Background: an optimization exercise with open tools, aiming at small area. Do not read the settings as production practice.
Function was checked by simulation only, so behaviour that the tests miss may differ from the original.
No activity file was given, so power comes from the tool's default toggle rates.

File: flow/run.sh
#!/bin/bash
# synth_recipe.tcl (not shown) runs the flow's synth.tcl, then flattens the netlist and writes it again
# the make line also repeats each setting of config.mk as NAME=value (left out here)
make -C /OpenROAD-flow-scripts/flow DESIGN_CONFIG=/design/flow/config.mk WORK_HOME=/design/flow/orfs CLKGATE_MAP_FILE= SYNTH_SCRIPT=/design/flow/synth_recipe.tcl finish
File: flow/config.mk
export PLATFORM = sky130hd
export DESIGN_NAME = MIPS_Processor
export DESIGN_NICKNAME = MIPS_Processor
export VERILOG_FILES = /design/flow/design.v
export SDC_FILE = /design/flow/constraint.sdc
export NUM_CORES = 4
export LEC_CHECK = 0
export CAP_MARGIN = 20
export CORE_MARGIN = 2
export CORE_UTILIZATION = 40
export SLEW_MARGIN = 20
File: flow/constraint.sdc
create_clock -name core_clock -period 18.0 [get_ports {clk_M}]
set_input_delay 3.6000 -clock core_clock [delete_from_list [all_inputs] [get_ports {clk_M}]]
set_output_delay 3.6000 -clock core_clock [all_outputs]
set_load 0.01 [all_outputs]
File: flow/design.v
module MUX #(parameter Width = 2) (
    input wire [Width - 1:0] IN0,
    input wire [Width - 1:0] IN1,
    input wire       sel,  
    output reg [Width - 1:0] OUT
);
always @ (*)
begin
    if (sel)
        OUT = IN1;
    else 
        OUT = IN0;
end
endmodule
module Adder (
    input  wire [31:0]   A,
    input  wire [31:0]   B,
    output reg  [31:0]   C
);
always @(*)
    begin
        C = A+B;
    end
endmodule
module Sign_Extend (
    input  wire [15:0] Inst,
    output wire  [31:0] Signlmm
);
    assign Signlmm = { {16{Inst[15]}} , Inst};
endmodule
module Shift_Left_Twice # (parameter Width= 6) (
    input wire    [Width - 1:0]  IN,
    output wire   [Width - 1:0]  OUT
); 
assign OUT = IN << 2;
endmodule
module Register (
    output reg   [31:0]   Reg_out,
    input  wire  [31:0]   Reg_in,
    input  wire           Reg_clk,
    input  wire           Reg_rst
);
always @ (posedge Reg_clk or negedge Reg_rst)
begin 
    if (!Reg_rst)
        Reg_out <= 16'b0;
    else
        Reg_out <= Reg_in;
end
endmodule
module Register_File ( 
    output wire  [31:0]                 readData1, readData2,
    input  wire  [31:0]                 writeData,
    input  wire  [$clog2 (32)-1:0]      readAddr1, readAddr2, writeAddr,
    input  wire                         writeEnable, 
    input  wire                         clk, 
    input  wire                         reset
);
reg [31:0] MEM [0:31];
integer i;
always @ (posedge clk or negedge reset)
    begin
        if (!reset)
            begin 
                for (i=0; i<32; i=i+1)
                    begin
                        MEM [i] <= { (32) {1'b0} };
                    end
            end
        else if (writeEnable) 
            begin
                MEM[writeAddr] <= writeData;
            end
    end 
assign readData1 = MEM[readAddr1];
assign readData2 = MEM[readAddr2];
endmodule
module ALU (
    input  wire  [31:0] A, B,
    input  wire  [2:0] ALU_FUNC,
    output reg   [31:0] ALU_OUT,
    output wire  Zero_Flag
);
always @ (*)
begin
    case (ALU_FUNC)
            3'b000: 
                begin
                 ALU_OUT = (A & B);
                end
            3'b001: 
                begin
                 ALU_OUT = (A | B);
                end
            3'b010:
                begin
                 ALU_OUT = A + B;
                end
            3'b100:
                begin
                    ALU_OUT = A - B;
                end
            3'b101: 
                begin
                 ALU_OUT = A * B;
                end
            3'b110: 
                begin
                if (A < B)
                  begin
                    ALU_OUT = 32'b1;
                  end
                else 
                  begin
                    ALU_OUT = 32'b0;
                  end
                end
            default:  ALU_OUT = 32'b0;
    endcase
end
assign Zero_Flag = (ALU_OUT == 32'b0);
endmodule
module ALU_Decoder(
  input  wire [1:0] ALUOp,
  input  wire [5:0] Funct,
  output reg  [2:0] ALUControl
);
always @(*)
    begin
            case(ALUOp) 
            2'b00 : ALUControl=3'b010;
            2'b01 : ALUControl=3'b100;
            2'b10 :
            begin
              case (Funct) 
                6'b100000 : ALUControl=3'b010;
                6'b100010 : ALUControl=3'b100;  
                6'b101010 : ALUControl=3'b110; 
                6'b011100 : ALUControl=3'b101;
                default   : ALUControl=3'b010;
              endcase
            end
            default     : ALUControl=3'b010;
            endcase
    end
endmodule 
module Main_Decoder (
   input  wire  [5:0]  Opcode,
   output reg          Jump,
   output reg          MemtoReg,   
   output reg          MemWrite,
   output reg          Branch,
   output reg          ALUSrc,
   output reg          RegDst,
   output reg          RegWrite,
   output reg   [1:0]  ALUOp    
);
always @(*)
    begin
            case(Opcode) 
                6'b100011 : 
                    begin
                            Jump     = 1'b0;
                            ALUOp    = 2'b00;
                            MemtoReg = 1'b1;
                            MemWrite = 1'b0;
                            Branch   = 1'b0;
                            ALUSrc   = 1'b1;
                            RegDst   = 1'b0;
                            RegWrite = 1'b1;
                    end
                6'b101011 : 
                    begin
                            Jump     = 1'b0;
                            ALUOp    = 2'b00;
                            MemtoReg = 1'b1;
                            MemWrite = 1'b1;
                            Branch   = 1'b0;
                            ALUSrc   = 1'b1;
                            RegDst   = 1'b0;
                            RegWrite = 1'b0;
                    end
                6'b000000 : 
                    begin
                            Jump     = 1'b0;
                            ALUOp    = 2'b10;
                            MemtoReg = 1'b0;
                            MemWrite = 1'b0;
                            Branch   = 1'b0;
                            ALUSrc   = 1'b0;
                            RegDst   = 1'b1;
                            RegWrite = 1'b1;
                    end
                6'b001000 : 
                    begin
                            Jump     = 1'b0;
                            ALUOp    = 2'b00;
                            MemtoReg = 1'b0;
                            MemWrite = 1'b0;
                            Branch   = 1'b0;
                            ALUSrc   = 1'b1;
                            RegDst   = 1'b0;
                            RegWrite = 1'b1;
                    end
                6'b000100 : 
                    begin
                            Jump     = 1'b0;
                            ALUOp    = 2'b01;
                            MemtoReg = 1'b0;
                            MemWrite = 1'b0;
                            Branch   = 1'b1;
                            ALUSrc   = 1'b0;
                            RegDst   = 1'b0;
                            RegWrite = 1'b0;
                    end
                6'b000010 : 
                    begin
                            Jump     = 1'b1;
                            ALUOp    = 2'b00;
                            MemtoReg = 1'b0;
                            MemWrite = 1'b0;
                            Branch   = 1'b0;
                            ALUSrc   = 1'b0;
                            RegDst   = 1'b0;
                            RegWrite = 1'b0;
                    end       
                default   : 
                    begin
                            Jump     = 1'b0;
                            ALUOp    = 2'b00;
                            MemtoReg = 1'b0;
                            MemWrite = 1'b0;
                            Branch   = 1'b0;
                            ALUSrc   = 1'b0;
                            RegDst   = 1'b0;
                            RegWrite = 1'b0;
                    end
            endcase     
    end
endmodule
module Control_Unit (  
   output wire           Jump_C,
   output wire           MemtoReg_C,   
   output wire           MemWrite_C,
   output wire           Branch_C,
   output wire           ALUSrc_C,
   output wire           RegDst_C,
   output wire           RegWrite_C,
   output wire    [2:0]  ALUControl_C,
   input wire     [5:0]  Opcode_C,
   input wire     [5:0]  Funct_C
);
wire [1:0] ALUOp_D;
ALU_Decoder AD (
    .ALUOp (ALUOp_D),
    .Funct (Funct_C),
    .ALUControl (ALUControl_C)
);
Main_Decoder MD (
   .Opcode (Opcode_C),
   .Jump (Jump_C),
   .MemtoReg (MemtoReg_C),   
   .MemWrite (MemWrite_C),
   .Branch (Branch_C),
   .ALUSrc (ALUSrc_C),
   .RegDst (RegDst_C),
   .RegWrite (RegWrite_C),
   .ALUOp (ALUOp_D)     
);
endmodule
module Datapath (
    output   wire   [31:0]    PC_Datapath,
    output   wire   [31:0]    ALU_Out_Datapath,
    output   wire   [31:0]    writeData_D,
    input    wire             RegWrite_D, RegDst_D, ALUSrc_D, MemToReg_D, Branch_D, Jump_D, 
    input    wire   [2:0]     ALUControl_D, 
    input    wire             clk_Datapath, rst_Datapath, 
    input    wire   [31:0]    Instr_Datapath,
    input    wire   [31:0]    RD_Datapath
);
wire                   Zero_signal, PCSrc;
wire       [31:0]      RD1, Result, B_ALU, Signlmm_D, PCPlus4, PCBranch, Signlmm_Shifted;
wire       [31:0]      PC1, PC2, PCJump; 
wire       [27:0]      Instr_Shifted;
wire       [4:0]       writeAddr_D;
assign PCSrc   = Branch_D & Zero_signal;
assign PCJump  = {PCPlus4 [31:28] , Instr_Shifted};
ALU A (
    .A         (RD1), 
    .B         (B_ALU),
    .ALU_FUNC  (ALUControl_D),
    .ALU_OUT   (ALU_Out_Datapath),
    .Zero_Flag (Zero_signal)
);
Register_File RF (
    .readData1    (RD1), 
    .readData2    (writeData_D),
    .writeData    (Result),
    .readAddr1    (Instr_Datapath [25:21]), 
    .readAddr2    (Instr_Datapath [20:16]), 
    .writeAddr    (writeAddr_D),
    .writeEnable  (RegWrite_D), 
    .clk          (clk_Datapath), 
    .reset        (rst_Datapath) 
);
Register PC_reg (
    .Reg_out (PC_Datapath),
    .Reg_in  (PC2),
    .Reg_clk (clk_Datapath),
    .Reg_rst (rst_Datapath)
);
MUX #(.Width(32)) DataMemMux (
    .IN0 (ALU_Out_Datapath),
    .IN1 (RD_Datapath),
    .sel (MemToReg_D),
    .OUT (Result)
);
MUX #(.Width(32)) ALU_Mux (
    .IN0 (writeData_D),
    .IN1 (Signlmm_D),
    .sel (ALUSrc_D),
    .OUT (B_ALU)
);
MUX #(.Width(5)) WriteAddrMux (
    .IN0 (Instr_Datapath [20:16]),
    .IN1 (Instr_Datapath [15:11]),
    .sel (RegDst_D),
    .OUT (writeAddr_D)
);
MUX #(.Width(32)) PCMUX1 (
    .IN0 (PCPlus4),
    .IN1 (PCBranch),
    .sel (PCSrc),
    .OUT (PC1)
);
MUX #(.Width(32)) PCMUX2 (
    .IN0 (PC1),
    .IN1 (PCJump),
    .sel (Jump_D),
    .OUT (PC2)
);
Adder PC4 (
    .A (PC_Datapath),
    .B (32'd4),
    .C (PCPlus4)
);
Adder PC_Branch (
    .A (Signlmm_Shifted),
    .B (PCPlus4),
    .C (PCBranch)
);
Sign_Extend S (
    .Inst    (Instr_Datapath [15:0]),
    .Signlmm (Signlmm_D)
);
Shift_Left_Twice #(.Width(32)) SL1 (
    .IN  (Signlmm_D),
    .OUT (Signlmm_Shifted)
);
Shift_Left_Twice #(.Width(28) ) SL2 (
    .IN  ({2'b0,Instr_Datapath [25:0]}),
    .OUT (Instr_Shifted)
);
endmodule
module MIPS_Processor (
    output    wire       [31:0]      PC_M,
    output    wire       [31:0]      ALU_OUT_M,
    output    wire       [31:0]      writeData_M,
    output    wire                   MemWrite_M,
    input     wire       [31:0]      Instr_M, RD_M,
    input     wire                   clk_M, rst_M
);
wire            Jump, MemtoReg, Branch, ALUSrc, RegDst, RegWrite; 
wire  [2:0]     ALUControl;
Control_Unit CU (
   . Jump_C          (Jump),
   . MemtoReg_C      (MemtoReg),   
   . MemWrite_C      (MemWrite_M),
   . Branch_C        (Branch),
   . ALUSrc_C        (ALUSrc),
   . RegDst_C        (RegDst),
   . RegWrite_C      (RegWrite),
   . ALUControl_C    (ALUControl),
   . Opcode_C        (Instr_M [31:26]),
   . Funct_C         (Instr_M [5:0])
);
Datapath DP (
    .PC_Datapath        (PC_M),
    .ALU_Out_Datapath   (ALU_OUT_M),
    .writeData_D        (writeData_M),
    .RegWrite_D         (RegWrite),
    .RegDst_D           (RegDst), 
    .ALUSrc_D           (ALUSrc), 
    .MemToReg_D         (MemtoReg), 
    .Branch_D           (Branch), 
    .Jump_D             (Jump), 
    .ALUControl_D       (ALUControl), 
    .clk_Datapath       (clk_M), 
    .rst_Datapath       (rst_M), 
    .Instr_Datapath     (Instr_M),
    .RD_Datapath        (RD_M)
);
endmodule
==> run_results.csv <==
group,metric,value,unit
setup_path,critPathRequiredTime,14.40,ns
timing,maxSlewViolCount,0,
synth,yosysUniqueCellTypes,94,
synth,synth_fa_ha_area_frac,0.1520,
synth,synthMuxAreaShare,0.01447,
die,dieWidth,436.4,um
cts,cts_tree,"done",
die,ios,163,
cts,clock_sinks,1054,
die,initial_core_util,0.4028,
power_and_ir_drop,clkPwrFrac,0.432,
hold_path,hold_path.class,"flip-flop to flip-flop",
finish,drive_above_1_share,0.1226,
timing,slew_headroom,0.1291,
synth,synth_top_family_by_area,"simple AND/OR/NAND/NOR gates",
setup_path,crit_type,"primary input to primary output",
finish,syn2layout_area_growth,17.23,%
die,core_area,185600,um2
detailed_routing,num_vias,77660,
detailed_routing,wl_met3,57120,um
global_route,grt_max_degree,139,
detailed_routing,wl_met1,161700,um
synth,synth_top_area_frac,0.3527,
global_route,antenna_found_initial,40,
timing,finalSetupTns,0,ns
synth,synth-simple-area-share,0.1996,
place,gp_congestion,1.026,
synth,netlist.top_cell.by_area,"dfrtp_1",
synth,synth_compound_area_frac,0.1918,
global_route,grt_util_all_layers,0.4431,
setup_path,crit_fanout,20,
timing,max_freq,56.12,MHz
detailed_routing,top_layer_used,"met5",
synth,synth_ff_type,"dfrtp_1",
setup_path,cpMaxStageDelayCell,"nor4_1",
timing,post-route-min-period,17.82,ns
synth,syn_area_per_cell,8.390,um2
setup_path,cp.depth,42,
flow_run,max_cap_viol_count,0,
synth,synth-xor-area-share,0.01809,
timing,worstMarginPinSlew,1.306,ns
cts,clk_path_buf_depth,3,
synth,ys_seq_elements,1054,
timing,hold_violations,0,
finish,final_util,0.4722,
detailed_routing,routed_wirelength,430500,um
die,dieArea,190400,um2
synth,synthArstFlopShare,1.000,
setup_path,cp-end-kind,"primary output",
synth,synth_common_cells,"1456 x nand2_1, 1104 x o21ai_0, 1054 x dfrtp_1, 625 x inv_1, 568 x nand3_1",
synth,yosys_warnings,9,
synth,synthCells,8912,
setup_path,cpPeakStageDelay,0.76,ns
power_and_ir_drop,p_leak,39.86,nW
synth,yosysSeqAreaShare,0.3527,
outcome,outcome,"finished clean",
detailed_routing,ant_nets,0,
detailed_routing,drc,0,
timing,finalCritPeriodShare,0.9899,
hold_path,min_path_cells,2,
synth,synth_edf_count,0,
cts,clkTransAtPathRegs,0.06,ns
finish,nNetsFinal,9866,
global_route,grt_overflow_total,0,
setup_path,crit_buf_inv,14,
synth,netlist_area,74770,um2
cts,clockRootBuffer,"clkbuf_16",
place,io_buffers,160,
cts,cts_hold_buf,0,
timing,setup_viol,0,
detailed_routing,dr.pass1.iters,14,
power_and_ir_drop,switching_power,1.845,mW
power_and_ir_drop,p_per_area,69.72,nW/um2
setup_path,start_kind,"primary input",
cts,cts_buffers,116,
timing,fin_skew,0.1083,ns
detailed_routing,vias_per_cell,6.614,
global_route,grt_pass1_wl,594800,um
place,dp_hpwl,304600,um
cts,htreeDepth,3,
synth,yosysMostFrequentCell,"nand2_1",
setup_path,critical_path.top_delay_family,"adder cells",
cts,clock_latency,0.86,ns
setup_path,arrival,14.22,ns
setup_path,crit_top_cell,"fa_1",
global_route,grt_pass1_vias,73760,
die,die_h,436.4,um
power_and_ir_drop,swShare,0.3019,
synth,synth.area.top_cells,"dfrtp_1 35%, fa_1 11%, o21ai_0 7.4%, nand2_1 7.3%, a22oi_1 5.5%",
power_and_ir_drop,peakVddDrop,0.08006,mV
setup_path,r2r_cells,41,
detailed_routing,wl_met2,176800,um
power_and_ir_drop,p_comb_frac,0.162,
timing,rsz0062_at_grt,"false",
die,rows,158,
power_and_ir_drop,p_int,4.266,mW
detailed_routing,drtIter0Drc,13060,
detailed_routing,wl_per_cell,36.66,um
power_and_ir_drop,seqPwrFrac,0.406,
[routing by layer]
layer | global-route usage | vias to the layer above
met2 | 0.6341 | 6381
li1 | - | 31370
met3 | 0.1456 | 1777
met5 | 0.005292 | -
met4 | 0.2806 | 24
met1 | 0.5739 | 38110
[state kept, by name, indices dropped and copies added, names as in the netlist]
signal             cells
DP.RF.MEM           1024
DP.PC_reg.Reg_out     30
[power by group through the flow]
stage               sequential [mW]  combinational, mW  clock [mW]
global route                   2.49               1.04        2.73
CTS                            2.48              0.951        2.64
detailed placement             2.52              0.946           0
global placement               2.52              0.937           0
finish                         2.48              0.989        2.64
floorplan                      2.51              0.475           0
[worst register-to-register path, delay by kind of cell (launching register included)]
| kind | cells | cell delay (ns) |
|---|---|---|
| AND/OR/NAND/NOR | 11 | 4.63 |
| adder cells (fa/ha/maj) | 9 | 3.61 |
| AO/OA/AOI/OAI | 8 | 2.10 |
| buffers and inverters | 12 | 1.48 |
| flip-flops | 1 | 0.49 |
| multiplexers | 1 | 0.28 |
[cell type report]
| type | count | area (um2) |
|---|---|---|
| fillers | 17980 | 97970 |
| multi-input cells | 6492 | 44130 |
| flip-flops and latches | 1054 | 26380 |
| repair buffers | 826 | 7377 |
| clock buffers | 154 | 3326 |
| well taps | 2480 | 3103 |
| inverters | 648 | 2451 |
| clock inverters | 63 | 830.8 |
| diodes | 25 | 62.56 |
[cell usage in the layout, fill, tap and decap left out, types with 112 or more instances in the layout]
master and count:
a21oi_1 189, a22oi_1 547, and3_1 166, buf_4 601
clkbuf_16 117, clkdlybuf4s50_1 151, dfrtp_1 1054, fa_1 411
ha_1 251, inv_1 621, nand2_1 1434, nand3_1 562
nand4_1 208, nor2_1 523, o21ai_0 1096, xnor2_1 112
[stage by stage]
stage | instances | cell area (um2) | power [mW] | setup WS, ns | hold WS [ns]
after global placement | 11480 | 83060 | 3.457 | 0.03570 | 0.4769
after global routing | 11720 | 87610 | 6.251 | 0.006685 | 0.5290
after detailed placement | 11480 | 83100 | 3.468 | 0.03093 | 0.4885
after CTS | 11700 | 87260 | 6.066 | 0.04231 | 0.5023
final | 11740 | 87660 | 6.111 | 0.1822 | 0.5057
after floorplan | 8913 | 74780 | 2.987 | 1.609 | 0.4592
[kinds of logic after synthesis]
group | count (synthesis)
fa+ha+maj | 662
flops | 1054
compound gates | 2291
buf+inv | 1368
other cells | 1
xor+xnor | 145
simple gates | 3288
mux | 103
[what timing repair did]
item	CTS	global route
endpoints found under the setup margin	1	7
cloned	0	1
setup buffers	0	14
pin swaps	0	5
resized for setup	1	37
[final timing paths]
path                                        from                    end  slack (ns)
worst max-delay path                 Instr_M[25]          ALU_OUT_M[31]        0.18
max in group asynchronous                  rst_M        DP.RF.MEM[8][4]       12.00
worst max register to register  DP.RF.MEM[18][4]  DP.PC_reg.Reg_out[24]        5.34
worst min register to register  DP.RF.MEM[7][22]       DP.RF.MEM[7][22]        0.51
min in group asynchronous                  rst_M       DP.RF.MEM[23][8]        2.79
worst min-delay path            DP.RF.MEM[7][22]       DP.RF.MEM[7][22]        0.51

==> separate check: timing with driven ports <==
Ports are ideal in the flow. The routed layout listed here was re-timed in OpenROAD.
Step 1 assumes that a clkbuf_16 drives the clock port and a buf_2 every other input.
Step 2 adds t to the input delays and takes it off the output delays; t is the mean of the earliest and latest rising clock arrival at the registers after step 1. Input paths then give back, and output paths get back, about the clock's delay inside the block.
Three values: ideal ports, drivers, drivers and shift; two values: the first two.
shift t [ns]: 0.885
setup slack, ns: 0.182 / 0.060 / 0.060
worst setup path at the end: input to output
After both steps this run still meets setup and hold. The setup slack of this run moves by -0.122 ns with the drivers and by -0.122 ns with both steps.
